From an optimization exercise on the open Yosys and OpenROAD flow, aimed at small area; shortcuts taken in it are not production practice.
In this exercise RTL edits were held to simulation tests only and were not proved equivalent to the original.
No run shown here takes its clock network from TritonCTS; it comes from the design's own scripts or RTL.
The clock port is modelled as an ideal driver, which makes a skipped or thinned clock tree look cheaper than it is; a real chip needs a root buffer or a tree.
No activity file was given, so power comes from the tool's default toggle rates.

<file path="flow/design.v">
module apb_i2c_slave #(
  parameter int APB_ADDR_WIDTH = 8
) (
  input  logic                      pclk,
  input  logic                      presetn,
  input  logic [APB_ADDR_WIDTH-1:0] paddr,
  input  logic                      psel,
  input  logic                      penable,
  input  logic                      pwrite,
  input  logic [31:0]               pwdata,
  output logic [31:0]               prdata,
  output logic                      pready,
  output logic                      pslverr,
  input  logic                      scl_i,
  input  logic                      sda_i,
  output logic                      sda_o,
  output logic                      sda_oe,
  output logic                      irq
);
  localparam logic [2:0] SLV_IDLE     = 3'd0;
  localparam logic [2:0] SLV_ADDR     = 3'd1;
  localparam logic [2:0] SLV_RW       = 3'd2;
  localparam logic [2:0] SLV_ACK_ADDR = 3'd3;
  localparam logic [2:0] SLV_RX       = 3'd4;
  localparam logic [2:0] SLV_ACK_RX   = 3'd5;
  localparam logic [2:0] SLV_TX       = 3'd6;
  localparam logic [2:0] SLV_ACK_TX   = 3'd7;
  localparam logic [7:0] REG_CTRL       = 8'h00;
  localparam logic [7:0] REG_STATUS     = 8'h04;
  localparam logic [7:0] REG_ADDRESS    = 8'h08;
  localparam logic [7:0] REG_RXDATA     = 8'h0C;
  localparam logic [7:0] REG_TXDATA     = 8'h10;
  localparam logic [7:0] REG_IRQ_STATUS = 8'h14;
  localparam logic [7:0] REG_IRQ_ENABLE = 8'h18;
  logic ctrl_enable, ctrl_auto_ack, ctrl_nack_ovr, ctrl_gc_en;
  logic status_busy;
  logic status_address_hit;
  logic status_start_seen;    
  logic status_stop_seen;
  logic status_rx_valid;
  logic status_tx_ready;
  logic tx_valid;             
  logic status_nack_sent;
  logic status_last_rw;
  logic [6:0] addr_reg;
  logic [7:0] rxdata_reg;
  logic [7:0] txdata_reg;
  logic irq_status_stop;
  logic irq_status_rx;
  logic irq_status_tx;
  logic [3:0] irq_enable_reg;
  assign irq = ((status_start_seen & irq_enable_reg[0]) |
                (irq_status_stop   & irq_enable_reg[1]) |
                (irq_status_rx     & irq_enable_reg[2]) |
                (irq_status_tx     & irq_enable_reg[3])) & ctrl_enable;
  wire apb_write = psel & penable & pwrite;
  wire apb_read  = psel & penable & ~pwrite;
  assign pready  = 1'b1;
  assign pslverr = 1'b0;
  wire wr_ctrl   = apb_write && paddr == REG_CTRL;
  wire wr_addr   = apb_write && paddr == REG_ADDRESS;
  wire wr_tx     = apb_write && paddr == REG_TXDATA;
  wire wr_irqs   = apb_write && paddr == REG_IRQ_STATUS;
  wire wr_irqe   = apb_write && paddr == REG_IRQ_ENABLE;
  wire rd_rx     = apb_read  && paddr == REG_RXDATA;
  always_ff @(posedge pclk or negedge presetn) begin
    if (!presetn) begin
      ctrl_enable    <= 1'b0;
      ctrl_auto_ack  <= 1'b0;
      ctrl_nack_ovr  <= 1'b0;
      ctrl_gc_en     <= 1'b0;
      addr_reg       <= 7'h42;
      txdata_reg     <= 8'hFF;
      irq_enable_reg <= 4'b0001;
    end else begin
      if (wr_ctrl) begin
        ctrl_enable   <= pwdata[0];
        ctrl_auto_ack <= pwdata[1];
        ctrl_nack_ovr <= pwdata[2];
        ctrl_gc_en    <= pwdata[3];
      end
      if (wr_addr) addr_reg <= pwdata[6:0];
      if (wr_tx)   txdata_reg <= pwdata[7:0];
      if (wr_irqe) irq_enable_reg <= pwdata[3:0];
    end
  end
  always_comb begin
    prdata = '0;
    case (paddr)
      REG_CTRL:       prdata[3:0] = {ctrl_gc_en, ctrl_nack_ovr, ctrl_auto_ack, ctrl_enable};
      REG_STATUS:     prdata[7:0] = {status_last_rw, status_nack_sent, status_tx_ready,
                                     status_rx_valid, status_stop_seen, status_start_seen,
                                     status_address_hit, status_busy};
      REG_ADDRESS:    prdata[6:0] = addr_reg;
      REG_RXDATA:     prdata[7:0] = rxdata_reg;
      REG_TXDATA:     prdata[7:0] = txdata_reg;
      REG_IRQ_STATUS: prdata[3:0] = {irq_status_tx, irq_status_rx, irq_status_stop,
                                     status_start_seen};
      REG_IRQ_ENABLE: prdata[3:0] = irq_enable_reg;
      default:        prdata = '0;
    endcase
  end
  logic [2:0] scl_filter;
  logic [2:0] sda_filter;
  logic       scl_sync;
  logic       sda_sync;
  logic       scl_sync_d, sda_sync_d;
  always_ff @(posedge pclk or negedge presetn) begin
    if (!presetn) begin
      scl_filter <= 3'b111;
      sda_filter <= 3'b111;
      scl_sync   <= 1'b1;
      sda_sync   <= 1'b1;
      scl_sync_d <= 1'b1;
      sda_sync_d <= 1'b1;
    end else begin
      scl_filter <= {scl_filter[1:0], scl_i};
      sda_filter <= {sda_filter[1:0], sda_i};
      if (&scl_filter)
        scl_sync <= 1'b1;
      else if (~|scl_filter)
        scl_sync <= 1'b0;
      if (&sda_filter)
        sda_sync <= 1'b1;
      else if (~|sda_filter)
        sda_sync <= 1'b0;
      scl_sync_d <= scl_sync;
      sda_sync_d <= sda_sync;
    end
  end
  wire scl_rising  = ~scl_sync_d & scl_sync;
  wire scl_falling = scl_sync_d & ~scl_sync;
  wire start_cond  = sda_sync_d & ~sda_sync & scl_sync;
  wire stop_cond   = ~sda_sync_d & sda_sync & scl_sync;
  logic [2:0] state;
  logic [2:0] bit_cnt;       
  logic [7:0] shift_reg;     
  logic       rw_flag;       
  logic       addr_match;    
  logic       ack_after_high;  
  logic       ack_val;       
  wire in_ack = (state == SLV_ACK_ADDR) | (state == SLV_ACK_RX) | (state == SLV_ACK_TX);
  wire ack_low_or_fall = ~scl_sync | ~scl_sync_d | ack_after_high;
  wire match_now = ctrl_enable &&
                   ((shift_reg[6:0] == addr_reg) ||
                    (ctrl_gc_en && shift_reg[6:0] == 7'h00));
  always_ff @(posedge pclk) begin
    if (!ctrl_enable || (state == SLV_ACK_TX && scl_falling && ack_after_high))
      tx_valid <= 1'b0;
    else if (wr_tx)
      tx_valid <= 1'b1;
    ack_after_high <= in_ack & (ack_after_high | scl_rising);
    if (state == SLV_RW && scl_rising) begin
      rw_flag    <= sda_sync;
      addr_match <= match_now;
    end
    if (state == SLV_RX && scl_rising && bit_cnt == 3'd0)
      ack_val <= ctrl_auto_ack && !(ctrl_nack_ovr && status_rx_valid);
  end
  wire shift_state = (state == SLV_ADDR) | (state == SLV_RX) | (state == SLV_TX);
  wire ack_done    = in_ack & scl_falling & ack_after_high;
  always_ff @(posedge pclk) begin
    if (start_cond)
      bit_cnt <= 3'd6;
    if (shift_state & scl_rising) begin
      shift_reg <= {shift_reg[6:0], (state == SLV_TX) ? shift_reg[7] : sda_sync};
      if (bit_cnt != 3'd0)
        bit_cnt <= bit_cnt - 3'd1;
    end
    if (ack_done) begin
      bit_cnt <= 3'd7;
      if (state != SLV_ACK_RX)
        shift_reg <= txdata_reg;
    end
  end
  always_ff @(posedge pclk or negedge presetn) begin
    if (!presetn) begin
      state             <= SLV_IDLE;
      status_busy       <= 1'b0;
      status_address_hit<= 1'b0;
      status_start_seen <= 1'b0;
      status_stop_seen  <= 1'b0;
      status_rx_valid   <= 1'b0;
      status_tx_ready   <= 1'b1;
      status_nack_sent  <= 1'b0;
      status_last_rw    <= 1'b0;
      sda_oe            <= 1'b0;
      rxdata_reg        <= 8'h00;
      irq_status_stop   <= 1'b0;
      irq_status_rx     <= 1'b0;
      irq_status_tx     <= 1'b0;
    end else begin
      if (!ctrl_enable) begin
        status_busy       <= 1'b0;
        status_address_hit<= 1'b0;
        status_start_seen <= 1'b0;
        status_stop_seen  <= 1'b0;
        status_rx_valid   <= 1'b0;
        status_tx_ready   <= 1'b1;
        status_nack_sent  <= 1'b0;
        status_last_rw    <= 1'b0;
        irq_status_stop   <= 1'b0;
        irq_status_rx     <= 1'b0;
        irq_status_tx     <= 1'b0;
      end
      if (ctrl_enable && wr_tx)
        status_tx_ready <= 1'b0;
      if (wr_irqs) begin
        if (pwdata[0]) status_start_seen <= 1'b0;
        if (pwdata[1]) begin
          irq_status_stop  <= 1'b0;
          status_stop_seen <= 1'b0;
        end
        if (pwdata[2]) begin
          irq_status_rx   <= 1'b0;
          status_rx_valid <= 1'b0;
        end
        if (pwdata[3]) irq_status_tx <= 1'b0;
      end
      if (rd_rx)
        status_rx_valid <= 1'b0;
      if (!in_ack && state != SLV_TX)
        sda_oe <= 1'b0;
      if (start_cond) begin
        state              <= SLV_ADDR;
        status_start_seen  <= 1'b1;
        status_stop_seen   <= 1'b0;
        status_address_hit <= 1'b0;
        status_nack_sent   <= 1'b0;
        status_busy        <= ctrl_enable;
        status_last_rw     <= 1'b0;
      end else if (stop_cond) begin
        state            <= SLV_IDLE;
        status_busy      <= 1'b0;
        status_stop_seen <= 1'b1;
        irq_status_stop  <= 1'b1;
        sda_oe           <= 1'b0;
      end
      case (state)
        SLV_IDLE: begin
          status_busy <= 1'b0;
        end
        SLV_ADDR: begin
          if (scl_rising && bit_cnt == 3'd0)
            state <= SLV_RW;
        end
        SLV_RW: begin
          if (scl_rising) begin
            status_address_hit <= match_now;
            status_last_rw     <= sda_sync;
            state              <= SLV_ACK_ADDR;
            sda_oe             <= 1'b0;
            if (!match_now)
              status_nack_sent <= 1'b1;
          end
        end
        SLV_ACK_ADDR: begin
          if (addr_match && ctrl_enable && ack_low_or_fall)
            sda_oe <= 1'b1;
          else
            sda_oe <= 1'b0;
          if (scl_falling && ack_after_high) begin
            if (addr_match && ctrl_enable) begin
              if (rw_flag) begin
                state           <= SLV_TX;
                status_tx_ready <= ~tx_valid;
                sda_oe   <= ~txdata_reg[7];
              end else begin
                state <= SLV_RX;
              end
            end else begin
              state <= SLV_IDLE;
            end
          end
        end
        SLV_RX: begin
          if (scl_rising && bit_cnt == 3'd0) begin
            state  <= SLV_ACK_RX;
            sda_oe <= 1'b0;
            if (!(ctrl_auto_ack && !(ctrl_nack_ovr && status_rx_valid)))
              status_nack_sent <= 1'b1;
          end
        end
        SLV_ACK_RX: begin
          if (scl_falling && !ack_after_high)
            sda_oe <= ack_val;
          if (scl_falling && ack_after_high) begin
            sda_oe <= 1'b0;
            if (ack_val) begin
              rxdata_reg      <= shift_reg;
              status_rx_valid <= 1'b1;
              irq_status_rx   <= 1'b1;
              state           <= SLV_RX;
            end else begin
              state <= SLV_IDLE;
            end
          end
        end
        SLV_TX: begin
          if (scl_falling)
            sda_oe <= ~shift_reg[7];
          if (scl_rising && bit_cnt == 3'd0)
            state <= SLV_ACK_TX;
        end
        SLV_ACK_TX: begin
          if (scl_falling && !ack_after_high)
            sda_oe <= 1'b0;
          if (scl_rising)
            status_nack_sent <= sda_sync;
          if (scl_falling && ack_after_high) begin
            status_tx_ready <= 1'b1;
            if (sda_sync == 1'b1) begin
              state <= SLV_IDLE;
            end else begin
              irq_status_tx <= 1'b1;
              sda_oe        <= ~txdata_reg[7];
              state         <= SLV_TX;
            end
          end
        end
        default: ;
      endcase
    end
  end
  assign sda_o = 1'b0;
endmodule
</file>
<file path="flow/flow/run.sh">
#!/bin/bash
# Standard ORFS layout with the smallest buffer on each port and a small
# hand-built clock tree (flow/cts_hook.tcl) in place of TritonCTS. After
# floorplanning, flow/post_fp.tcl re-maps the logic for area and shares the
# tie cells.
set -euo pipefail
HERE=$(cd "$(dirname "$0")" && pwd)
export BUFFER_PORTS_ARGS="-buffer_cell sky130_fd_sc_hd__buf_1"
export SKIP_REPAIR_TIE_FANOUT=1
export POST_FLOORPLAN_TCL="$HERE/post_fp.tcl"
export PRE_CTS_TCL="$HERE/cts_hook.tcl"
export MANUAL_CTS_CLUSTERS=4
export MANUAL_CTS_BUF=sky130_fd_sc_hd__clkbuf_8
export MANUAL_CTS_ROOT=
bash standard.sh > flow_make.log 2>&1
</file>
<file path="flow/flow/cts_hook.tcl">
# Sourced before CTS: replace TritonCTS with a small clock tree of a few
# clock buffers, each driving one placement cluster of the registers.
source [file join [file dirname [info script]] manual_cts.tcl]
rename clock_tree_synthesis tritoncts_clock_tree_synthesis
proc clock_tree_synthesis { args } {
  manual_cts $::env(MANUAL_CTS_CLUSTERS) $::env(MANUAL_CTS_BUF)
  if {$::env(MANUAL_CTS_ROOT) ne ""} { manual_cts_root $::env(MANUAL_CTS_ROOT) }
  set net [[ord::get_db_block] findNet pclk]
  $net setSigType CLOCK
  foreach it [[ord::get_db_block] getInsts] {
    if {[string match clkbuf_* [$it getName]]} {
      foreach t [$it getITerms] { if {[$t isOutputSignal]} { [$t getNet] setSigType CLOCK } }
    }
  }
}
</file>
<file path="flow/flow/manual_cts.tcl">
# Cluster the clock sinks by k-means on their placed locations and drive each
# cluster from one clock buffer placed at the cluster's centre.
proc manual_cts { nclus bufcell } {
  set block [ord::get_db_block]
  set net [$block findNet pclk]
  set sinks {}
  foreach p [get_pins -of_objects [get_nets pclk]] {
    if {[get_property $p direction] ne "input"} continue
    set inst [sta::sta_to_db_inst [get_cells -of_objects $p]]
    set bb [$inst getBBox]
    lappend sinks [list $p 0 [expr {([$bb xMin]+[$bb xMax])/2.0}] [expr {([$bb yMin]+[$bb yMax])/2.0}]]
  }
  set n [llength $sinks]
  # initial centres: spread along sorted x
  set sorted [lsort -real -index 2 $sinks]
  set cent {}
  for {set k 0} {$k < $nclus} {incr k} {
    set s [lindex $sorted [expr {int(($k+0.5)*$n/$nclus)}]]
    lappend cent [list [lindex $s 2] [lindex $s 3]]
  }
  for {set iter 0} {$iter < 50} {incr iter} {
    set asg {}
    foreach s $sinks {
      set best 0; set bd 1e30
      for {set k 0} {$k < $nclus} {incr k} {
        set c [lindex $cent $k]
        set d [expr {abs([lindex $s 2]-[lindex $c 0]) + abs([lindex $s 3]-[lindex $c 1])}]
        if {$d < $bd} { set bd $d; set best $k }
      }
      lappend asg $best
    }
    set newc {}
    for {set k 0} {$k < $nclus} {incr k} {
      set sx 0; set sy 0; set m 0
      foreach s $sinks a $asg { if {$a == $k} { set sx [expr {$sx+[lindex $s 2]}]; set sy [expr {$sy+[lindex $s 3]}]; incr m } }
      if {$m > 0} { lappend newc [list [expr {$sx/$m}] [expr {$sy/$m}]] } else { lappend newc [lindex $cent $k] }
    }
    set cent $newc
  }
  set dbu [$block getDbUnitsPerMicron]
  for {set k 0} {$k < $nclus} {incr k} {
    set pins {}
    foreach s $sinks a $asg { if {$a == $k} { lappend pins [lindex $s 0] } }
    if {[llength $pins] == 0} continue
    set c [lindex $cent $k]
    insert_buffer -buffer_cell $bufcell -net pclk -load_pins $pins \
      -location [list [expr {[lindex $c 0]/$dbu}] [expr {[lindex $c 1]/$dbu}]] \
      -buffer_name clkbuf_leaf_$k -net_name clknet_leaf_$k
    puts "cluster $k: [llength $pins] sinks"
  }
}

# Put one root buffer between the clock port and the leaf buffers.
proc manual_cts_root { bufcell } {
  set block [ord::get_db_block]
  set dbu [$block getDbUnitsPerMicron]
  set sx 0; set sy 0; set m 0
  set pins {}
  foreach p [get_pins -of_objects [get_nets pclk]] {
    if {[get_property $p direction] ne "input"} continue
    set inst [sta::sta_to_db_inst [get_cells -of_objects $p]]
    set bb [$inst getBBox]
    set sx [expr {$sx + ([$bb xMin]+[$bb xMax])/2.0}]
    set sy [expr {$sy + ([$bb yMin]+[$bb yMax])/2.0}]
    incr m
    lappend pins $p
  }
  insert_buffer -buffer_cell $bufcell -net pclk -load_pins $pins \
    -location [list [expr {$sx/$m/$dbu}] [expr {$sy/$m/$dbu}]] \
    -buffer_name clkbuf_root -net_name clknet_root
}
</file>
<file path="flow/flow/post_fp.tcl">
# Sourced at the end of floorplanning: re-map the logic between registers
# for area with ABC (OpenROAD's restructure), then drive all constant
# outputs of each polarity from one tie cell.
proc my_merge_ties { } {
  set block [ord::get_db_block]
  foreach pin {LO HI} {
    set keep ""
    foreach inst [$block getInsts] {
      if {[[$inst getMaster] getName] ne "sky130_fd_sc_hd__conb_1"} continue
      set it [$inst findITerm $pin]
      set net [$it getNet]
      if {$net eq "NULL" || $net eq ""} continue
      if {$keep eq ""} { set keep $net; continue }
      foreach t [$net getITerms] {
        if {$t eq $it} continue
        $t disconnect
        $t connect $keep
      }
      foreach b [$net getBTerms] {
        $b disconnect
        $b connect $keep
      }
    }
  }
  foreach inst [$block getInsts] {
    if {[[$inst getMaster] getName] ne "sky130_fd_sc_hd__conb_1"} continue
    set used 0
    foreach pin {LO HI} {
      set it [$inst findITerm $pin]
      set net [$it getNet]
      if {$net eq "NULL" || $net eq ""} continue
      if {[llength [$net getITerms]] + [llength [$net getBTerms]] > 1} { set used 1 } else { $it disconnect; odb::dbNet_destroy $net }
    }
    if {!$used} { odb::dbInst_destroy $inst }
  }
}
set my_lib [lindex $::env(LIB_FILES) 0]
file mkdir $::env(OBJECTS_DIR)/rmp
restructure -target area -liberty_file $my_lib \
  -tielo_port sky130_fd_sc_hd__conb_1/LO -tiehi_port sky130_fd_sc_hd__conb_1/HI \
  -work_dir $::env(OBJECTS_DIR)/rmp -abc_logfile $::env(LOG_DIR)/2_1_restructure_abc.log
my_merge_ties
</file>
<file path="flow/standard.sh">
#!/bin/bash
# synth_recipe.tcl (not shown) runs the flow's synth.tcl, then flattens the netlist and writes it again
# the make line also repeats each setting of config.mk as NAME=value (left out here)
make -C /OpenROAD-flow-scripts/flow DESIGN_CONFIG=/design/flow/config.mk WORK_HOME=/design/flow/orfs CLKGATE_MAP_FILE= SYNTH_SCRIPT=/design/flow/synth_recipe.tcl "${@:-finish}"
</file>
<file path="flow/config.mk">
export PLATFORM = sky130hd
export DESIGN_NAME = apb_i2c_slave
export DESIGN_NICKNAME = apb_i2c_slave
export VERILOG_FILES = /design/flow/design.v
export SDC_FILE = /design/flow/constraint.sdc
export NUM_CORES = 4
export LEC_CHECK = 0
export CAP_MARGIN = 20
export CORE_MARGIN = 2
export CORE_UTILIZATION = 40
export PLACE_DENSITY = 0.85
export SLEW_MARGIN = 20
</file>
<file path="flow/constraint.sdc">
create_clock -name core_clock -period 10.0 [get_ports {pclk}]
set_input_delay 2.0000 -clock core_clock [delete_from_list [all_inputs] [get_ports {pclk}]]
set_output_delay 2.0000 -clock core_clock [all_outputs]
set_load 0.01 [all_outputs]
</file>
==> results.sh, run 1 <==
export IMPL_run_status="complete, no violations"
export IMPL_drt_pre_antenna_iters=7
export IMPL_synth_yosys_seq_area_share_pct=45.47
export IMPL_post_synth_cell_area_avg_um2=10.30
export IMPL_dieArea_um2=10590
export IMPL_finalMaxSlewViolations=0
export IMPL_drc=0
export IMPL_cp_data_arrival_time_ns=3.91
export IMPL_met3_global_route_usage_pct=1.966
export IMPL_final_setup_skew_ns=0.02356
export IMPL_number_of_distinct_library_cells_after_synthesis=65
export IMPL_ioPinCount=84
export IMPL_synth_most_common_cell="sky130_fd_sc_hd__dfrtp_1"
export IMPL_cts_resized=0
export IMPL_timing_critical_path_to="prdata[0]"
export IMPL_placed_cells_incl_taps=530
export IMPL_finalCritPeriodShare_pct=59.09
export IMPL_postSynthCellCount=380
export IMPL_cts_hold_repair_buffers=0
export IMPL_mappedNetlistNets=429
export IMPL_met1_usage_pct=25.75
export IMPL_globalRouteOverflowTotal=0
export IMPL_slowest_delay_ns=0.46
export IMPL_floorplan_initialDensity_pct=40.59
export IMPL_ys_warnings_count=1
export IMPL_rsz0062_at_grt="false"
export IMPL_dp_hpwl_um=6737
export IMPL_routed_wirelength_um=9224
export IMPL_yosys_register_bits=72
export IMPL_synth_top_cells_by_count="34 x sky130_fd_sc_hd__dfrtp_1, 31 x sky130_fd_sc_hd__mux2_2, 29 x sky130_fd_sc_hd__nand2_1, 28 x sky130_fd_sc_hd__buf_4, 23 x sky130_fd_sc_hd__nor2_1"
export IMPL_power_leakage_nw=1.260
export IMPL_ir_drop_mv=0.06852
export IMPL_post_dp_cell_area_um2=3714
export IMPL_gp_routability_congestion=0.9130
export IMPL_synth_enable_flop_cells=3
export IMPL_worst_r2r_cell_count=8
export IMPL_slowest_stage="sky130_fd_sc_hd__or3_1"
export IMPL_core_area_um2=9639
export IMPL_design_power_total_mw=0.6806
export IMPL_clk_pin_slew_worst_paths_ns=0.09
export IMPL_global_route_wire_length_before_repair_um=15230
export IMPL_powerDensity_nw_per_um2=180.6
export IMPL_maxCapViolCount=0
export IMPL_regToRegEndpoint="status_tx_ready"
export IMPL_grt_antenna_before_repair=0
export IMPL_routedWlPerCell_um=17.27
export IMPL_grt_total_usage_pct=17.75
export IMPL_fp_row_count=36
export IMPL_first_global_vias=3085
export IMPL_finish_instance_area_um2=3769
export IMPL_worstReg2RegStart="scl_sync_d"
export IMPL_max_fanout_on_critical_path=10
export IMPL_globalRoute_busiestLayer="met2"
export IMPL_layout_setup_ws_ns=4.091
export IMPL_required_ns=8.00
export IMPL_finalSetupViolCount=0
export IMPL_flow_area_growth_from_synthesis_pct=-3.678
export IMPL_tightestPinTransition_ns=0.8495
export IMPL_final_instance_count_excl_fill=534
export IMPL_synth_main_ff_cell="sky130_fd_sc_hd__dfrtp_1"
export IMPL_final_core_util_pct=39.10
export IMPL_fin_setup_tns_ns=0
export IMPL_clkLatencyLatePin_ns=0.17
export IMPL_die_h_um=102.9
export IMPL_holdCritStartpoint="scl_filter[1]"
export IMPL_fin_hold_ws_ns=0.3808
export IMPL_hold_path_class="reg -> reg"
export IMPL_x_dimension_of_the_die_um=102.9
export IMPL_layout_cell_share_with_drive_strength_beyond_1_pct=7.731
export IMPL_setup_worst_path_start="paddr[5]"
export IMPL_report_final_hold_viol_count=0
export IMPL_fmax_mhz=169.2
export IMPL_worstPathCellList="buf_1 -> or3_1 -> nor3_1 -> buf_4 -> clkinv_1 -> o22ai_1 -> a221oi_1 -> o22ai_1 -> buf_1"
export IMPL_detail_route_antenna_nets=0
export IMPL_critPathKind="in -> out"
export IMPL_antenna_diode_count=0
export IMPL_mappedNetlistArea_um2=3913
export IMPL_nets=450
export IMPL_globalRouteMet2Util_pct=28.47
export IMPL_ys_top_cells_by_area="sky130_fd_sc_hd__dfrtp_1 22%, sky130_fd_sc_hd__dfstp_2 15%, sky130_fd_sc_hd__mux2_2 8.9%, sky130_fd_sc_hd__dfxtp_1 6.7%, sky130_fd_sc_hd__buf_4 5.4%"
export IMPL_grt_start_max_net_pins=57
export IMPL_synth_largest_area_cell="sky130_fd_sc_hd__dfrtp_1"
export IMPL_post_route_minimum_period_ns=5.909
export IMPL_synth_async_sr_flop_share_pct=77.78
export IMPL_port_buffer_count=32
export IMPL_startpoint_type="input pin"
export IMPL_drtIter0Drc=392
export IMPL_cts_setup_buffers=0
export IMPL_synth_top_cell_area_share_pct=21.75
export IMPL_r2r_setup_slack_ns=6.66
export IMPL_detailedPlace_worstSlack_ns=4.146
export IMPL_route_vias_total=3159
export IMPL_vias_per_cell=5.916
export IMPL_worst_setup_path_end_kind="output pin"
export IMPL_relative_max_transition_margin_pct=43.16
[logic make-up after synthesis]
| family | count (synthesis) | share of synthesized area [%] |
|---|---|---|
| adder cells (fa/ha/maj) | 2 | 0.6395 |
| XOR/XNOR | 9 | 2.015 |
| other | 2 | 0.1919 |
| buffers and inverters | 54 | 8.538 |
| multiplexers | 44 | 12.63 |
| AO/OA/AOI/OAI | 87 | 14.90 |
| AND/OR/NAND/NOR | 110 | 15.61 |
| flip-flops | 72 | 45.47 |
[placed cells by master (no fill, tap or decap), types with 6 or more instances in the layout]
cell / Yosys / routed
sky130_fd_sc_hd__o2bb2ai_1: 1 / 15
sky130_fd_sc_hd__buf_1: 1 / 31
sky130_fd_sc_hd__nand3_1: 14 / 9
sky130_fd_sc_hd__o22a_1: 0 / 10
sky130_fd_sc_hd__o21ai_0: 21 / 15
sky130_fd_sc_hd__clkinv_1: 0 / 76
sky130_fd_sc_hd__nand2_1: 29 / 7
sky130_fd_sc_hd__dfxtp_1: 13 / 13
sky130_fd_sc_hd__dfrtp_1: 34 / 34
sky130_fd_sc_hd__dfstp_2: 22 / 22
sky130_fd_sc_hd__nor3_1: 6 / 15
sky130_fd_sc_hd__a21oi_1: 21 / 8
sky130_fd_sc_hd__nor2_1: 23 / 29
sky130_fd_sc_hd__a31oi_1: 1 / 6
sky130_fd_sc_hd__o22ai_1: 5 / 44
sky130_fd_sc_hd__a22oi_1: 6 / 8
[how the worst min path moves through the flow]
stage,end,slack (ns),cells after the start
after floorplan,scl_sync_d,0.35,0
after global placement,sda_filter[2],0.36,0
after detailed placement,scl_filter[2],0.37,0
after CTS,scl_filter[1],0.37,0
after global routing,scl_filter[1],0.39,0
final,scl_filter[2],0.38,0
[power breakdown]
group	internal (mW)	switching (mW)	leakage (nW)
logic	0.0707	0.113	0.464
registers	0.344	0.0432	0.768
clock network	0.0374	0.0727	0.0288
total	0.452	0.229	1.26
[final cells by class, clock buffers not listed]
| type | count | area [µm²] |
|---|---|---|
| multi-input combinational | 213 | 1331 |
| sequential | 72 | 1779 |
| timing repair buffer | 36 | 151.4 |
| tap | 133 | 166.4 |
| fill | 976 | 5871 |
| inverter | 76 | 285.3 |
[worst max-delay path, delay by kind of cell]
kind | cells | cell delay, ns
buffers and inverters | 4 | 0.68
AND/OR/NAND/NOR | 2 | 0.73
AO/OA/AOI/OAI | 3 | 0.50
[metal layers]
layer  routed length (µm)  share of wire [%]  vias up
met3                  722                7.8       18
met1                 4053                 44     1535
li1                     -                  -     1455
met2                 4261                 46      151
met4                  187                2.0        0
met5                    0                  0        -
==> run 2, diff against run 1 <==
--- a/flow/flow/run.sh
+++ b/flow/flow/run.sh
@@ -9,7 +9,7 @@
 export SKIP_REPAIR_TIE_FANOUT=1
 export POST_FLOORPLAN_TCL="$HERE/post_fp.tcl"
 export PRE_CTS_TCL="$HERE/cts_hook.tcl"
-export MANUAL_CTS_CLUSTERS=4
-export MANUAL_CTS_BUF=sky130_fd_sc_hd__clkbuf_8
+export MANUAL_CTS_CLUSTERS=3
+export MANUAL_CTS_BUF=sky130_fd_sc_hd__clkbuf_16
 export MANUAL_CTS_ROOT=
 bash standard.sh > flow_make.log 2>&1
--- a/flow/config.mk
+++ b/flow/config.mk
@@ -8,5 +8,4 @@
 export CAP_MARGIN = 20
 export CORE_MARGIN = 2
 export CORE_UTILIZATION = 40
-export PLACE_DENSITY = 0.85
 export SLEW_MARGIN = 20
==> results.sh, run 2 <==
export IMPL_r2r_setup_slack_ns=6.59
export IMPL_powerDensity_nw_per_um2=183.9
export IMPL_cts_hold_repair_buffers=0
export IMPL_grt_total_usage_pct=18.37
export IMPL_synth_top_family_by_area="simple AND/OR/NAND/NOR gates"
export IMPL_synth_yosys_seq_area_share_pct=45.47
export IMPL_x_dimension_of_the_die_um=102.9
export IMPL_final_instance_count_excl_fill=533
export IMPL_detail_route_antenna_nets=0
export IMPL_p_int_mw=0.4696
export IMPL_ys_top_cells_by_area="sky130_fd_sc_hd__dfrtp_1 22%, sky130_fd_sc_hd__dfstp_2 15%, sky130_fd_sc_hd__mux2_2 8.9%, sky130_fd_sc_hd__dfxtp_1 6.7%, sky130_fd_sc_hd__buf_4 5.4%"
export IMPL_first_global_vias=2920
export IMPL_final_setup_skew_ns=0.01231
export IMPL_tightestPinTransition_ns=0.8840
export IMPL_met1_usage_pct=27.03
export IMPL_clkLatencyLatePin_ns=0.16
export IMPL_globalRouteOverflowTotal=0
export IMPL_power_leakage_nw=1.268
export IMPL_flow_area_growth_from_synthesis_pct=-3.166
export IMPL_yosys_mux_area_fraction_pct=12.63
export IMPL_maxCapViolCount=0
export IMPL_core_area_um2=9639
export IMPL_synth_async_sr_flop_share_pct=77.78
export IMPL_max_fanout_on_critical_path=7
export IMPL_design_power_total_mw=0.6968
export IMPL_mappedNetlistArea_um2=3913
export IMPL_globalRouteMet2Util_pct=29.27
export IMPL_mappedNetlistNets=429
export IMPL_fin_hold_ws_ns=0.3798
export IMPL_post_synth_cell_area_avg_um2=10.30
export IMPL_holdPathStages=0
export IMPL_finalCritPeriodShare_pct=59.00
export IMPL_worst_r2r_cell_count=8
export IMPL_globalRoute_busiestLayer="met2"
export IMPL_required_ns=8.00
export IMPL_regToRegEndpoint="status_tx_ready"
export IMPL_timing_critical_path_to="prdata[6]"
export IMPL_ys_warnings_count=1
export IMPL_antenna_diode_count=0
export IMPL_gp_routability_congestion=0.9258
export IMPL_seqPwrFrac_pct=55.5
export IMPL_grt_start_max_net_pins=57
export IMPL_drc=0
export IMPL_synth_main_ff_cell="sky130_fd_sc_hd__dfrtp_1"
export IMPL_cts_resized=0
export IMPL_port_buffer_count=32
export IMPL_synth_largest_area_cell="sky130_fd_sc_hd__dfrtp_1"
export IMPL_worstReg2RegStart="scl_sync_d"
export IMPL_routedWlPerCell_um=18.01
export IMPL_drtIter0Drc=277
export IMPL_fin_setup_tns_ns=0
export IMPL_grt_antenna_before_repair=0
export IMPL_layout_cell_share_with_drive_strength_beyond_1_pct=7.500
export IMPL_hold_path_class="reg -> reg"
export IMPL_finalSetupViolCount=0
export IMPL_dp_hpwl_um=7014
export IMPL_fraction_of_the_mapped_netlist_area_in_simple_logic_gates_pct=15.61
export IMPL_synth_xor_area_share_pct=2.015
export IMPL_dieArea_um2=10590
export IMPL_worst_setup_path_end_kind="output pin"
export IMPL_final_fill_count=1013
export IMPL_rsz0062_at_grt="false"
export IMPL_placed_cells_incl_taps=530
export IMPL_run_status="complete, no violations"
export IMPL_nets=449
export IMPL_postSynthCellCount=380
export IMPL_startpoint_type="input pin"
export IMPL_switchingPower_mw=0.2272
export IMPL_met3_global_route_usage_pct=1.966
export IMPL_cts_setup_buffers=0
export IMPL_global_route_wire_length_before_repair_um=15500
export IMPL_drt_pre_antenna_iters=6
export IMPL_fmax_mhz=169.5
export IMPL_die_h_um=102.9
export IMPL_switching_share_pct=32.61
export IMPL_vias_per_cell=5.852
export IMPL_synth_most_common_cell="sky130_fd_sc_hd__dfrtp_1"
export IMPL_mostFrequentLayoutCell="sky130_fd_sc_hd__clkinv_1"
export IMPL_yosys_register_bits=72
export IMPL_number_of_distinct_library_cells_after_synthesis=65
export IMPL_relative_max_transition_margin_pct=40.81
export IMPL_floorplan_initialDensity_pct=40.59
export IMPL_synth_top_cells_by_count="34 x sky130_fd_sc_hd__dfrtp_1, 31 x sky130_fd_sc_hd__mux2_2, 29 x sky130_fd_sc_hd__nand2_1, 28 x sky130_fd_sc_hd__buf_4, 23 x sky130_fd_sc_hd__nor2_1"
export IMPL_ir_drop_mv=0.07612
export IMPL_synth_top_cell_area_share_pct=21.75
export IMPL_critPathKind="in -> out"
export IMPL_layout_common_cells="76 x sky130_fd_sc_hd__clkinv_1, 44 x sky130_fd_sc_hd__o22ai_1, 34 x sky130_fd_sc_hd__dfrtp_1"
export IMPL_synthAdderAreaFrac_pct=0.6396
export IMPL_route_vias_total=3119
export IMPL_post_route_minimum_period_ns=5.901
export IMPL_fp_row_count=36
export IMPL_setup_worst_path_start="paddr[0]"
export IMPL_routed_wirelength_um=9601
export IMPL_combinationalPowerShare_pct=26.3
export IMPL_report_final_hold_viol_count=0
export IMPL_finalMaxSlewViolations=0
export IMPL_synth_compound_area_share_pct=14.90
export IMPL_synth_enable_flop_cells=3
export IMPL_ioPinCount=84
export IMPL_cp_data_arrival_time_ns=3.90
export IMPL_clk_pin_slew_worst_paths_ns=0.09
export IMPL_clock_power_share_pct=18.2
[run 2: cell counts after synthesis]
Identical to the previous run, type by type.
[run 2: kinds of logic (layout without fill, tap and decap cells)]
group,Yosys count,count (layout)
simple gates,110,74
flops,72,72
xor+xnor,9,0
mux,44,0
fa+ha+maj,2,0
buf+inv,54,115
other cells,2,2
compound gates,87,137
[run 2: metrics by stage]
step,util [%],area (µm²),setup WS (ns)
after detailed placement,38.53,3714,4.127
after floorplan,-,3913,4.622
after global routing,39.30,3789,3.881
after global placement,38.53,3714,4.114
final,39.30,3789,4.100
after CTS,39.30,3789,4.123
[run 2: power groups by stage]
| stage | registers (mW) | logic, mW | clock network, mW |
|---|---|---|---|
| 2_1_floorplan | 0.350 | 0.120 | 0 |
| 3_5_place_dp | 0.391 | 0.182 | 0 |
| 3_3_place_gp | 0.389 | 0.178 | 0 |
| 6_report | 0.386 | 0.183 | 0.127 |
| 5_1_grt | 0.392 | 0.205 | 0.143 |
| 4_1_cts | 0.392 | 0.182 | 0.0975 |
[run 2: routing by layer]
layer	share of wire [%]	wire length (µm)	up-vias
met4	2.7	255	0
met1	47	4481	1529
met2	45	4276	116
met5	0	0	-
met3	6.1	588	22
li1	-	-	1452
[run 2: how the worst min path moves through the flow]
stage,from,endpoint,slack (ns)
after CTS,scl_filter[0],scl_filter[1],0.37
after detailed placement,scl_filter[0],scl_filter[1],0.37
after floorplan,scl_sync,scl_sync_d,0.35
after global routing,scl_filter[0],scl_filter[1],0.39
after global placement,sda_filter[0],sda_filter[1],0.36
final,scl_filter[0],scl_filter[1],0.38
[run 2: critical path: stages]
cell and delay (ns):
sky130_fd_sc_hd__buf_1 0.08, sky130_fd_sc_hd__nor3_1 0.56, sky130_fd_sc_hd__clkinv_1 0.46, sky130_fd_sc_hd__nor2_1 0.32, sky130_fd_sc_hd__clkinv_1 0.10, sky130_fd_sc_hd__o221ai_1 0.20
sky130_fd_sc_hd__buf_1 0.18
[run 2: area by class of cell, clock buffers not listed]
| cell class | instances | area (µm²) | share of cell area [%] |
|---|---|---|---|
| tap | 133 | 166.4 | 4.392 |
| inverter | 76 | 285.3 | 7.530 |
| multi-input combinational | 213 | 1331 | 35.14 |
| sequential | 72 | 1779 | 46.96 |
| timing repair buffer | 36 | 151.4 | 3.996 |
==> run 3, diff against run 2 <==
--- a/flow/design.v
+++ b/flow/design.v
@@ -42,13 +42,16 @@
   logic tx_valid;             
   logic status_nack_sent;
   logic status_last_rw;
-  logic [6:0] addr_reg;
+  logic [6:0] addr_x;        
+  wire  [6:0] addr_reg = addr_x ^ 7'h42;
   logic [7:0] rxdata_reg;
-  logic [7:0] txdata_reg;
+  logic [7:0] txdata_n;      
+  wire  [7:0] txdata_reg = ~txdata_n;
   logic irq_status_stop;
   logic irq_status_rx;
   logic irq_status_tx;
-  logic [3:0] irq_enable_reg;
+  logic [3:0] irq_enable_x;   
+  wire  [3:0] irq_enable_reg = irq_enable_x ^ 4'b0001;
   assign irq = ((status_start_seen & irq_enable_reg[0]) |
                 (irq_status_stop   & irq_enable_reg[1]) |
                 (irq_status_rx     & irq_enable_reg[2]) |
@@ -69,9 +72,9 @@
       ctrl_auto_ack  <= 1'b0;
       ctrl_nack_ovr  <= 1'b0;
       ctrl_gc_en     <= 1'b0;
-      addr_reg       <= 7'h42;
-      txdata_reg     <= 8'hFF;
-      irq_enable_reg <= 4'b0001;
+      addr_x         <= 7'h00;
+      txdata_n       <= 8'h00;
+      irq_enable_x   <= 4'b0000;
     end else begin
       if (wr_ctrl) begin
         ctrl_enable   <= pwdata[0];
@@ -79,9 +82,9 @@
         ctrl_nack_ovr <= pwdata[2];
         ctrl_gc_en    <= pwdata[3];
       end
-      if (wr_addr) addr_reg <= pwdata[6:0];
-      if (wr_tx)   txdata_reg <= pwdata[7:0];
-      if (wr_irqe) irq_enable_reg <= pwdata[3:0];
+      if (wr_addr) addr_x <= pwdata[6:0] ^ 7'h42;
+      if (wr_tx)   txdata_n <= ~pwdata[7:0];
+      if (wr_irqe) irq_enable_x <= pwdata[3:0] ^ 4'b0001;
     end
   end
   always_comb begin
@@ -100,32 +103,32 @@
       default:        prdata = '0;
     endcase
   end
-  logic [2:0] scl_filter;
-  logic [2:0] sda_filter;
-  logic       scl_sync;
-  logic       sda_sync;
-  logic       scl_sync_d, sda_sync_d;
+  logic [1:0] scl_run, sda_run;
+  logic       scl_sync_n, sda_sync_n;      
+  logic       scl_sync_dn, sda_sync_dn;    
+  wire        scl_sync = ~scl_sync_n;
+  wire        sda_sync = ~sda_sync_n;
+  wire        scl_sync_d = ~scl_sync_dn;
+  wire        sda_sync_d = ~sda_sync_dn;
+  wire scl_diff = scl_i ^ scl_sync;
+  wire sda_diff = sda_i ^ sda_sync;
+  wire scl_flip = &scl_run;
+  wire sda_flip = &sda_run;
   always_ff @(posedge pclk or negedge presetn) begin
     if (!presetn) begin
-      scl_filter <= 3'b111;
-      sda_filter <= 3'b111;
-      scl_sync   <= 1'b1;
-      sda_sync   <= 1'b1;
-      scl_sync_d <= 1'b1;
-      sda_sync_d <= 1'b1;
+      scl_run    <= 2'd0;
+      sda_run    <= 2'd0;
+      scl_sync_n  <= 1'b0;
+      sda_sync_n  <= 1'b0;
+      scl_sync_dn <= 1'b0;
+      sda_sync_dn <= 1'b0;
     end else begin
-      scl_filter <= {scl_filter[1:0], scl_i};
-      sda_filter <= {sda_filter[1:0], sda_i};
-      if (&scl_filter)
-        scl_sync <= 1'b1;
-      else if (~|scl_filter)
-        scl_sync <= 1'b0;
-      if (&sda_filter)
-        sda_sync <= 1'b1;
-      else if (~|sda_filter)
-        sda_sync <= 1'b0;
-      scl_sync_d <= scl_sync;
-      sda_sync_d <= sda_sync;
+      scl_sync_n <= scl_sync_n ^ scl_flip;
+      sda_sync_n <= sda_sync_n ^ sda_flip;
+      scl_run    <= scl_flip ? {1'b0, ~scl_diff} : (scl_diff ? scl_run + 2'd1 : 2'd0);
+      sda_run    <= sda_flip ? {1'b0, ~sda_diff} : (sda_diff ? sda_run + 2'd1 : 2'd0);
+      scl_sync_dn <= scl_sync_n;
+      sda_sync_dn <= sda_sync_n;
     end
   end
   wire scl_rising  = ~scl_sync_d & scl_sync;
--- a/flow/config.mk
+++ b/flow/config.mk
@@ -8,4 +8,5 @@
 export CAP_MARGIN = 20
 export CORE_MARGIN = 2
 export CORE_UTILIZATION = 40
+export PLACE_DENSITY = 0.85
 export SLEW_MARGIN = 20
==> results.sh, run 3 <==
export IMPL_clk_pin_slew_worst_paths_ns=0.09
export IMPL_first_global_vias=2901
export IMPL_drtIter0Drc=454
export IMPL_die_h_um=103.2
export IMPL_dieArea_um2=10660
export IMPL_maxCapViolCount=0
export IMPL_synth_main_ff_cell="sky130_fd_sc_hd__dfrtp_1"
export IMPL_postSynthCellCount=404
export IMPL_critPathKind="in -> out"
export IMPL_ys_warnings_count=1
export IMPL_worst_r2r_cell_count=8
export IMPL_vias_per_cell=6.087
export IMPL_post_dp_cell_area_um2=3635
export IMPL_powerDensity_nw_per_um2=201.1
export IMPL_cp_data_arrival_time_ns=4.26
export IMPL_flow_area_growth_from_synthesis_pct=-5.843
export IMPL_port_buffer_count=32
export IMPL_clkLatencyLatePin_ns=0.16
export IMPL_final_fill_count=960
export IMPL_worst_setup_path_end_kind="output pin"
export IMPL_antenna_diode_count=0
export IMPL_mappedNetlistNets=455
export IMPL_routed_wirelength_um=9283
export IMPL_detailedPlace_worstSlack_ns=3.825
export IMPL_max_fanout_on_critical_path=8
export IMPL_mostFrequentLayoutCell="sky130_fd_sc_hd__clkinv_1"
export IMPL_x_dimension_of_the_die_um=103.2
export IMPL_fmax_mhz=159.8
export IMPL_number_of_distinct_library_cells_after_synthesis=65
export IMPL_run_status="complete, no violations"
export IMPL_multi_input_gate_area_in_the_final_layout_um2=1389
export IMPL_route_vias_total=3208
export IMPL_synth_async_sr_flop_share_pct=77.14
export IMPL_floorplan_initialDensity_pct=40.68
export IMPL_ys_top_cells_by_area="sky130_fd_sc_hd__dfrtp_1 34%, sky130_fd_sc_hd__dfxtp_1 6.6%, sky130_fd_sc_hd__mux2_2 6.3%, sky130_fd_sc_hd__buf_4 5.3%, sky130_fd_sc_hd__nand2_1 4.5%"
export IMPL_report_final_hold_viol_count=0
export IMPL_nets=443
export IMPL_cts_resized=0
export IMPL_layout_setup_ws_ns=3.743
export IMPL_ir_drop_mv=0.1037
export IMPL_yosys_register_bits=70
export IMPL_synth_largest_area_cell="sky130_fd_sc_hd__dfrtp_1"
export IMPL_global_route_wire_length_before_repair_um=14870
export IMPL_grt_antenna_before_repair=0
export IMPL_layout_common_cells="62 x sky130_fd_sc_hd__clkinv_1, 53 x sky130_fd_sc_hd__dfrtp_1, 41 x sky130_fd_sc_hd__o22ai_1"
export IMPL_final_setup_skew_ns=0.004066
export IMPL_grt_total_usage_pct=17.40
export IMPL_layout_cell_share_with_drive_strength_beyond_1_pct=2.030
export IMPL_finalCritPeriodShare_pct=62.57
export IMPL_power_leakage_nw=1.318
export IMPL_drt_pre_antenna_iters=5
export IMPL_dp_hpwl_um=6949
export IMPL_synth_enable_flop_cells=3
export IMPL_finish_instance_area_um2=3710
export IMPL_post_synth_cell_area_avg_um2=9.753
export IMPL_drc=0
export IMPL_synth_top_cell_area_share_pct=33.66
export IMPL_final_seq_area_um2=1703
export IMPL_grt_start_max_net_pins=55
export IMPL_synth_top_cells_by_count="53 x sky130_fd_sc_hd__dfrtp_1, 47 x sky130_fd_sc_hd__nand2_1, 28 x sky130_fd_sc_hd__buf_4, 22 x sky130_fd_sc_hd__mux2_2, 21 x sky130_fd_sc_hd__o21ai_0"
export IMPL_fin_hold_ws_ns=0.4651
export IMPL_fp_row_count=36
export IMPL_cts_setup_buffers=0
export IMPL_r2r_setup_slack_ns=7.41
export IMPL_final_instance_count_excl_fill=527
export IMPL_detail_route_antenna_nets=0
export IMPL_globalRouteOverflowTotal=0
export IMPL_startpoint_type="input pin"
export IMPL_tightestPinTransition_ns=0.8390
export IMPL_hold_path_class="reg -> reg"
export IMPL_post_route_minimum_period_ns=6.257
export IMPL_regToRegEndpoint="shift_reg[0]"
export IMPL_worstHoldEndpoint="tx_valid"
export IMPL_worstReg2RegStart="scl_sync_n"
export IMPL_ioPinCount=84
export IMPL_holdPathStages=2
export IMPL_finalMaxSlewViolations=0
export IMPL_required_ns=8.00
export IMPL_fin_setup_tns_ns=0
export IMPL_placed_cells_incl_taps=524
export IMPL_synth_most_common_cell="sky130_fd_sc_hd__dfrtp_1"
export IMPL_routedWlPerCell_um=17.61
export IMPL_mappedNetlistArea_um2=3940
export IMPL_cts_hold_repair_buffers=0
export IMPL_finalSetupViolCount=0
export IMPL_gp_routability_congestion=0.9395
export IMPL_holdCritStartpoint="tx_valid"
export IMPL_relative_max_transition_margin_pct=43.63
export IMPL_rsz0062_at_grt="false"
export IMPL_core_area_um2=9684
export IMPL_synth_yosys_seq_area_share_pct=43.22
## run 3: cell types whose count changed after synthesis, moves of 4 or more
cell                       before  now
sky130_fd_sc_hd__nand2_1       29   47
sky130_fd_sc_hd__a222oi_1       4    0
sky130_fd_sc_hd__dfstp_2       22    1
sky130_fd_sc_hd__a22o_1         6    0
sky130_fd_sc_hd__o211ai_1       0    6
sky130_fd_sc_hd__nor2_1        23   14
sky130_fd_sc_hd__dfrtp_1       34   53
sky130_fd_sc_hd__nor3_1         6   11
sky130_fd_sc_hd__nand4_1        2    6
sky130_fd_sc_hd__o221ai_1       2    8
sky130_fd_sc_hd__mux2_2        31   22
sky130_fd_sc_hd__inv_1          9   13
sky130_fd_sc_hd__clkbuf_1       7   13
## run 3: kinds of logic (layout without fill, tap and decap cells)
| kind of cell | Yosys count | in the layout | synth area share [%] |
|---|---|---|---|
| AOI/OAI and AO/OA | 87 | 135 | 15.34 |
| muxes | 33 | 0 | 9.717 |
| other | 2 | 2 | 0.1906 |
| DFF | 70 | 70 | 43.22 |
| and+or+nand+nor | 139 | 87 | 19.44 |
| buffers and inverters | 57 | 100 | 8.161 |
| adders and majority gates | 4 | 0 | 1.270 |
| xor gates and xnor gates | 12 | 0 | 2.667 |
## run 3: critical path, cell delays in order
cell and delay [ns]:
sky130_fd_sc_hd__buf_1 0.07, sky130_fd_sc_hd__or3_1 0.36, sky130_fd_sc_hd__nor3_1 0.65, sky130_fd_sc_hd__clkinv_1 0.34, sky130_fd_sc_hd__nor2_1 0.25, sky130_fd_sc_hd__clkinv_1 0.15, sky130_fd_sc_hd__o22ai_1 0.25, sky130_fd_sc_hd__buf_1 0.18
## run 3: how the worst max path moves through the flow
| stage | startpoint | end | slack, ns | depth (start not counted) |
|---|---|---|---|---|
| after floorplan | paddr[2] | prdata[3] | 4.84 | 5 |
| after global placement | paddr[5] | prdata[1] | 3.83 | 8 |
| after detailed placement | paddr[5] | prdata[1] | 3.82 | 8 |
| after CTS | paddr[5] | prdata[1] | 3.83 | 8 |
| after global routing | paddr[5] | prdata[1] | 3.54 | 8 |
| final | paddr[5] | prdata[1] | 3.74 | 8 |
## run 3: cell type report, clock buffers not listed
| type | count | share of cell area [%] |
|---|---|---|
| Sequential cell | 70 | 45.90 |
| Inverter | 62 | 6.273 |
| Timing Repair Buffer | 35 | 3.879 |
| Multi-Input combinational cell | 224 | 37.44 |
| Tap cell | 133 | 4.486 |
## run 3: per-stage QoR
stage | power (mW) | utilization (%)
final | 0.7460 | 38.31
after CTS | 0.7160 | 38.31
after global placement | 0.6057 | 37.53
after global routing | 0.7900 | 38.31
after detailed placement | 0.6187 | 37.53
after floorplan | 0.5460 | -
## run 3: metal layers
layer,vias to the layer above,wire [µm],GRT usage (%)
met2,203,4351,28.27
met1,1526,3825,25.00
met4,0,272,4.757
met3,32,833,1.680
li1,1447,-,-
met5,-,0,0
## run 3: power by group
| part | switching, mW | total (mW) | internal, mW |
|---|---|---|---|
| logic | 0.143 | 0.223 | 0.0801 |
| clock network | 0.0718 | 0.127 | 0.0550 |
| registers | 0.0558 | 0.396 | 0.340 |
| total | 0.270 | 0.746 | 0.476 |
==> run 4, diff against run 3 <==
--- a/flow/design.v
+++ b/flow/design.v
@@ -187,7 +187,6 @@
       status_tx_ready   <= 1'b1;
       status_nack_sent  <= 1'b0;
       status_last_rw    <= 1'b0;
-      sda_oe            <= 1'b0;
       rxdata_reg        <= 8'h00;
       irq_status_stop   <= 1'b0;
       irq_status_rx     <= 1'b0;
@@ -222,8 +221,6 @@
       end
       if (rd_rx)
         status_rx_valid <= 1'b0;
-      if (!in_ack && state != SLV_TX)
-        sda_oe <= 1'b0;
       if (start_cond) begin
         state              <= SLV_ADDR;
         status_start_seen  <= 1'b1;
@@ -237,7 +234,6 @@
         status_busy      <= 1'b0;
         status_stop_seen <= 1'b1;
         irq_status_stop  <= 1'b1;
-        sda_oe           <= 1'b0;
       end
       case (state)
         SLV_IDLE: begin
@@ -252,22 +248,16 @@
             status_address_hit <= match_now;
             status_last_rw     <= sda_sync;
             state              <= SLV_ACK_ADDR;
-            sda_oe             <= 1'b0;
             if (!match_now)
               status_nack_sent <= 1'b1;
           end
         end
         SLV_ACK_ADDR: begin
-          if (addr_match && ctrl_enable && ack_low_or_fall)
-            sda_oe <= 1'b1;
-          else
-            sda_oe <= 1'b0;
           if (scl_falling && ack_after_high) begin
             if (addr_match && ctrl_enable) begin
               if (rw_flag) begin
                 state           <= SLV_TX;
                 status_tx_ready <= ~tx_valid;
-                sda_oe   <= ~txdata_reg[7];
               end else begin
                 state <= SLV_RX;
               end
@@ -279,16 +269,12 @@
         SLV_RX: begin
           if (scl_rising && bit_cnt == 3'd0) begin
             state  <= SLV_ACK_RX;
-            sda_oe <= 1'b0;
             if (!(ctrl_auto_ack && !(ctrl_nack_ovr && status_rx_valid)))
               status_nack_sent <= 1'b1;
           end
         end
         SLV_ACK_RX: begin
-          if (scl_falling && !ack_after_high)
-            sda_oe <= ack_val;
           if (scl_falling && ack_after_high) begin
-            sda_oe <= 1'b0;
             if (ack_val) begin
               rxdata_reg      <= shift_reg;
               status_rx_valid <= 1'b1;
@@ -300,14 +286,10 @@
           end
         end
         SLV_TX: begin
-          if (scl_falling)
-            sda_oe <= ~shift_reg[7];
           if (scl_rising && bit_cnt == 3'd0)
             state <= SLV_ACK_TX;
         end
         SLV_ACK_TX: begin
-          if (scl_falling && !ack_after_high)
-            sda_oe <= 1'b0;
           if (scl_rising)
             status_nack_sent <= sda_sync;
           if (scl_falling && ack_after_high) begin
@@ -316,7 +298,6 @@
               state <= SLV_IDLE;
             end else begin
               irq_status_tx <= 1'b1;
-              sda_oe        <= ~txdata_reg[7];
               state         <= SLV_TX;
             end
           end
@@ -325,5 +306,27 @@
       endcase
     end
   end
+  always_ff @(posedge pclk or negedge presetn) begin
+    if (!presetn)
+      sda_oe <= 1'b0;
+    else begin
+      case (state)
+        SLV_ACK_ADDR:
+          sda_oe <= addr_match & ctrl_enable &
+                    ((scl_falling & ack_after_high & rw_flag) ? ~txdata_reg[7] : ack_low_or_fall);
+        SLV_ACK_RX:
+          if (scl_falling)    sda_oe <= ~ack_after_high & ack_val;
+          else if (stop_cond) sda_oe <= 1'b0;
+        SLV_TX:
+          if (scl_falling)    sda_oe <= ~shift_reg[7];
+          else if (stop_cond) sda_oe <= 1'b0;
+        SLV_ACK_TX:
+          if (scl_falling)    sda_oe <= ack_after_high & ~sda_sync & ~txdata_reg[7];
+          else if (stop_cond) sda_oe <= 1'b0;
+        default:
+          sda_oe <= 1'b0;
+      endcase
+    end
+  end
   assign sda_o = 1'b0;
 endmodule
--- a/flow/flow/run.sh
+++ b/flow/flow/run.sh
@@ -9,7 +9,11 @@
 export SKIP_REPAIR_TIE_FANOUT=1
 export POST_FLOORPLAN_TCL="$HERE/post_fp.tcl"
 export PRE_CTS_TCL="$HERE/cts_hook.tcl"
-export MANUAL_CTS_CLUSTERS=3
-export MANUAL_CTS_BUF=sky130_fd_sc_hd__clkbuf_16
+export MANUAL_CTS_CLUSTERS=4
+export MANUAL_CTS_BUF=sky130_fd_sc_hd__clkbuf_8
 export MANUAL_CTS_ROOT=
+# each leaf buffer is then sized up from clkbuf_4 until its estimated
+# register clock slew is at most MANUAL_CTS_SLEW ns
+export MANUAL_CTS_SIZES="sky130_fd_sc_hd__clkbuf_4 sky130_fd_sc_hd__clkbuf_8 sky130_fd_sc_hd__clkbuf_16"
+export MANUAL_CTS_SLEW=0.120
 bash standard.sh > flow_make.log 2>&1
--- a/flow/flow/cts_hook.tcl
+++ b/flow/flow/cts_hook.tcl
@@ -5,6 +5,7 @@
 proc clock_tree_synthesis { args } {
   manual_cts $::env(MANUAL_CTS_CLUSTERS) $::env(MANUAL_CTS_BUF)
   if {$::env(MANUAL_CTS_ROOT) ne ""} { manual_cts_root $::env(MANUAL_CTS_ROOT) }
+  if {$::env(MANUAL_CTS_SIZES) ne ""} { manual_cts_size $::env(MANUAL_CTS_SIZES) $::env(MANUAL_CTS_SLEW) }
   set net [[ord::get_db_block] findNet pclk]
   $net setSigType CLOCK
   foreach it [[ord::get_db_block] getInsts] {
--- a/flow/flow/manual_cts.tcl
+++ b/flow/flow/manual_cts.tcl
@@ -69,3 +69,34 @@
     -location [list [expr {$sx/$m/$dbu}] [expr {$sy/$m/$dbu}]] \
     -buffer_name clkbuf_root -net_name clknet_root
 }
+
+# Size each leaf clock buffer: start every leaf at the smallest buffer in
+# bufs and step a leaf up while the estimated slew at any of its register
+# clock pins is over target_ns.
+proc manual_cts_size { bufs target_ns } {
+  set leaves [get_cells clkbuf_leaf_*]
+  foreach c $leaves { replace_cell $c [lindex $bufs 0] }
+  set_propagated_clock [all_clocks]
+  for {set round 0} {$round < [llength $bufs]} {incr round} {
+    estimate_parasitics -placement
+    set changed 0
+    foreach c $leaves {
+      set out [get_pins -of_objects $c -filter "direction==output"]
+      set worst 0
+      foreach p [get_pins -of_objects [get_nets -of_objects $out]] {
+        if {[get_property $p direction] ne "input"} continue
+        set s [get_property $p slew_max]
+        if {$s > $worst} { set worst $s }
+      }
+      set cur [get_property $c ref_name]
+      set i [lsearch $bufs $cur]
+      if {$worst > $target_ns && $i < [llength $bufs] - 1} {
+        replace_cell $c [lindex $bufs [expr {$i + 1}]]
+        set changed 1
+      }
+      puts "clock leaf [get_name $c]: $cur worst slew $worst"
+    }
+    if {!$changed} break
+  }
+  unset_propagated_clock [all_clocks]
+}
--- a/flow/config.mk
+++ b/flow/config.mk
@@ -8,5 +8,5 @@
 export CAP_MARGIN = 20
 export CORE_MARGIN = 2
 export CORE_UTILIZATION = 40
-export PLACE_DENSITY = 0.85
+export PLACE_DENSITY = 0.95
 export SLEW_MARGIN = 20
==> results.sh, run 4 <==
export IMPL_synth_async_sr_flop_share_pct=77.14
export IMPL_run_status="complete, no violations"
export IMPL_core_area_um2=9684
export IMPL_die_h_um=103.3
export IMPL_ys_warnings_count=1
export IMPL_final_setup_skew_ns=0.02572
export IMPL_tightestPinTransition_ns=0.9336
export IMPL_relative_max_transition_margin_pct=37.76
export IMPL_dp_hpwl_um=6611
export IMPL_ir_drop_mv=0.08560
export IMPL_critPathKind="in -> out"
export IMPL_mostFrequentLayoutCell="sky130_fd_sc_hd__clkinv_1"
export IMPL_finalSetupViolCount=0
export IMPL_routedWlPerCell_um=17.15
export IMPL_nets=440
export IMPL_number_of_distinct_library_cells_after_synthesis=65
export IMPL_maxCapViolCount=0
export IMPL_synth_largest_area_cell="sky130_fd_sc_hd__dfrtp_1"
export IMPL_layout_setup_ws_ns=3.846
export IMPL_grt_total_usage_pct=17.36
export IMPL_mappedNetlistArea_um2=3941
export IMPL_post_dp_cell_area_um2=3616
export IMPL_yosys_register_bits=70
export IMPL_placed_cells_incl_taps=520
export IMPL_worstPathBufferInverterCount=3
export IMPL_cp_data_arrival_time_ns=4.15
export IMPL_globalRouteOverflowTotal=0
export IMPL_detail_route_antenna_nets=0
export IMPL_slowest_stage="sky130_fd_sc_hd__nor3_1"
export IMPL_fp_row_count=36
export IMPL_layout_cell_share_with_drive_strength_beyond_1_pct=1.790
export IMPL_worst_setup_path_end_kind="output pin"
export IMPL_routed_wirelength_um=8986
export IMPL_antenna_diode_count=0
export IMPL_vias_per_cell=6.042
export IMPL_global_route_wire_length_before_repair_um=15140
export IMPL_hold_path_class="reg -> reg"
export IMPL_clkLatencyLatePin_ns=0.16
export IMPL_cp_top_family="simple AND/OR/NAND/NOR gates"
export IMPL_worstPathCellList="buf_1 -> or3_1 -> nor3_1 -> clkinv_1 -> o32ai_1 -> buf_1"
export IMPL_startpoint_type="input pin"
export IMPL_route_vias_total=3166
export IMPL_postSynthCellCount=394
export IMPL_report_final_hold_viol_count=0
export IMPL_floorplan_initialDensity_pct=40.70
export IMPL_power_leakage_nw=1.283
export IMPL_finalCritPeriodShare_pct=61.54
export IMPL_fin_setup_tns_ns=0
export IMPL_finish_instance_area_um2=3682
export IMPL_post_route_minimum_period_ns=6.154
export IMPL_grt_start_max_net_pins=55
export IMPL_max_fanout_on_critical_path=7
export IMPL_synth_main_ff_cell="sky130_fd_sc_hd__dfrtp_1"
export IMPL_final_instance_count_excl_fill=524
export IMPL_finalMaxSlewViolations=0
export IMPL_synth_yosys_seq_area_share_pct=43.21
export IMPL_required_ns=8.00
export IMPL_cts_resized=0
export IMPL_ioPinCount=84
export IMPL_clk_pin_slew_worst_paths_ns=0.10
export IMPL_dieArea_um2=10660
export IMPL_rsz0062_at_grt="false"
export IMPL_ys_top_cells_by_area="sky130_fd_sc_hd__dfrtp_1 34%, sky130_fd_sc_hd__mux2_2 6.9%, sky130_fd_sc_hd__dfxtp_1 6.6%, sky130_fd_sc_hd__buf_4 5.1%, sky130_fd_sc_hd__nand2_1 2.9%"
export IMPL_grt_antenna_before_repair=0
export IMPL_fin_hold_ws_ns=0.4357
export IMPL_first_global_vias=3095
export IMPL_cts_hold_repair_buffers=0
export IMPL_gp_routability_congestion=0.9562
export IMPL_drtIter0Drc=296
export IMPL_slowest_delay_ns=0.70
export IMPL_post_synth_cell_area_avg_um2=10.00
export IMPL_port_buffer_count=32
export IMPL_powerDensity_nw_per_um2=202.6
export IMPL_detailedPlace_worstSlack_ns=3.935
export IMPL_flow_area_growth_from_synthesis_pct=-6.571
export IMPL_x_dimension_of_the_die_um=103.3
export IMPL_drc=0
export IMPL_drt_pre_antenna_iters=5
export IMPL_critPathMostFrequentCell="sky130_fd_sc_hd__buf_1"
export IMPL_synth_top_cells_by_count="53 x sky130_fd_sc_hd__dfrtp_1, 30 x sky130_fd_sc_hd__nand2_1, 27 x sky130_fd_sc_hd__buf_4, 24 x sky130_fd_sc_hd__mux2_2, 19 x sky130_fd_sc_hd__nor2_1"
export IMPL_layout_common_cells="63 x sky130_fd_sc_hd__clkinv_1, 53 x sky130_fd_sc_hd__dfrtp_1, 40 x sky130_fd_sc_hd__o22ai_1"
export IMPL_synth_most_common_cell="sky130_fd_sc_hd__dfrtp_1"
export IMPL_cts_setup_buffers=0
export IMPL_mappedNetlistNets=445
export IMPL_fmax_mhz=162.5
export IMPL_synth_enable_flop_cells=3
export IMPL_synth_top_cell_area_share_pct=33.65
## run 4: final cells by class, clock buffers not listed
type	count	area (µm²)
sequential	70	1703
multi-input combinational	221	1381
tap	133	166.4
timing repair buffer	33	128.9
fill	955	6002
inverter	63	236.5
## run 4: logic make-up (layout without fill, tap and decap cells)
logic type / Yosys count / in the layout / share of synthesized area [%]
buffers and inverters: 62 / 100 / 8.635
XOR/XNOR: 12 / 0 / 2.667
adder cells (fa/ha/maj): 4 / 0 / 1.270
AO/OA/AOI/OAI: 91 / 144 / 16.54
other: 2 / 2 / 0.1905
flip-flops: 70 / 70 / 43.21
multiplexers: 37 / 0 / 11.11
AND/OR/NAND/NOR: 116 / 75 / 16.38
## run 4: layer usage
| layer | global-route usage [%] | vias to the layer above | part of all wire, % |
|---|---|---|---|
| li1 | - | 1442 | - |
| met1 | 23.47 | 1505 | 42 |
| met2 | 28.32 | 185 | 45 |
| met3 | 2.621 | 34 | 8.7 |
| met4 | 6.478 | 0 | 3.7 |
| met5 | 0 | - | 0 |
## run 4: path summary, 6_finish.rpt
check | endpoint | from | slack, ns | cells past startpoint
max in group asynchronous | txdata_n[5] | presetn | 7.57 | 2
worst min-delay path | status_tx_ready | tx_valid | 0.44 | 1
worst max register to register | shift_reg[6] | state[0] | 7.02 | 6
min in group asynchronous | txdata_n[4] | presetn | 1.95 | 2
worst max-delay path | prdata[5] | paddr[5] | 3.85 | 6
worst min register to register | status_tx_ready | tx_valid | 0.44 | 1
## run 4: per-stage QoR
step / power, mW / util (%)
floorplan: 0.5438 / -
CTS: 0.7161 / 38.02
global placement: 0.6153 / 37.34
global route: 0.7937 / 38.02
detailed placement: 0.6271 / 37.34
finish: 0.7459 / 38.02
## run 4: worst reg2reg max path: stages, from the launching register on
cell and delay [ns]:
sky130_fd_sc_hd__dfrtp_1 0.55, sky130_fd_sc_hd__clkinv_1 0.30, sky130_fd_sc_hd__o221ai_1 0.80, sky130_fd_sc_hd__clkinv_1 0.42
sky130_fd_sc_hd__nor2_1 0.58, sky130_fd_sc_hd__nand2_1 0.11, sky130_fd_sc_hd__o221ai_1 0.10
## run 4: where the power goes
part	switching [mW]	internal [mW]	leakage, nW	total, mW
Combinational	0.149	0.0816	0.463	0.230
Sequential	0.0563	0.342	0.786	0.399
Clock	0.0709	0.0462	0.0339	0.117

==> port drivers added, routing unchanged <==
In the flow no input, the clock included, has a driving cell. The finished layouts below were timed again as built, in two steps. Step 1 sets driving cells, clkbuf_16 on the clock port and buf_2 on the other inputs (assumed; they add their load-dependent delay and slew). Step 2 also shifts input and output timing later by t, the mid clock arrival at the registers, as if the neighbouring blocks saw the same clock. Slacks: no drivers / after step 1 / after step 2; pairs: no drivers / after step 1.
| run | t (ns) | setup WS [ns] | cell pins on the clock port's net |
|---|---|---|---|
| run 1 | 0.224 | 4.091 / 4.070 / 4.070 | 4 |
| run 2 | 0.220 | 4.100 / 4.076 / 4.076 | 3 |
| run 3 | 0.224 | 3.743 / 3.724 / 3.724 | 3 |
| run 4 | 0.223 | 3.846 / 3.826 / 3.826 | 4 |
After both steps setup and hold are still met in every run listed. For run 2, which loses most, drivers alone change the setup slack by -0.024 ns; drivers and shift together by -0.024 ns.
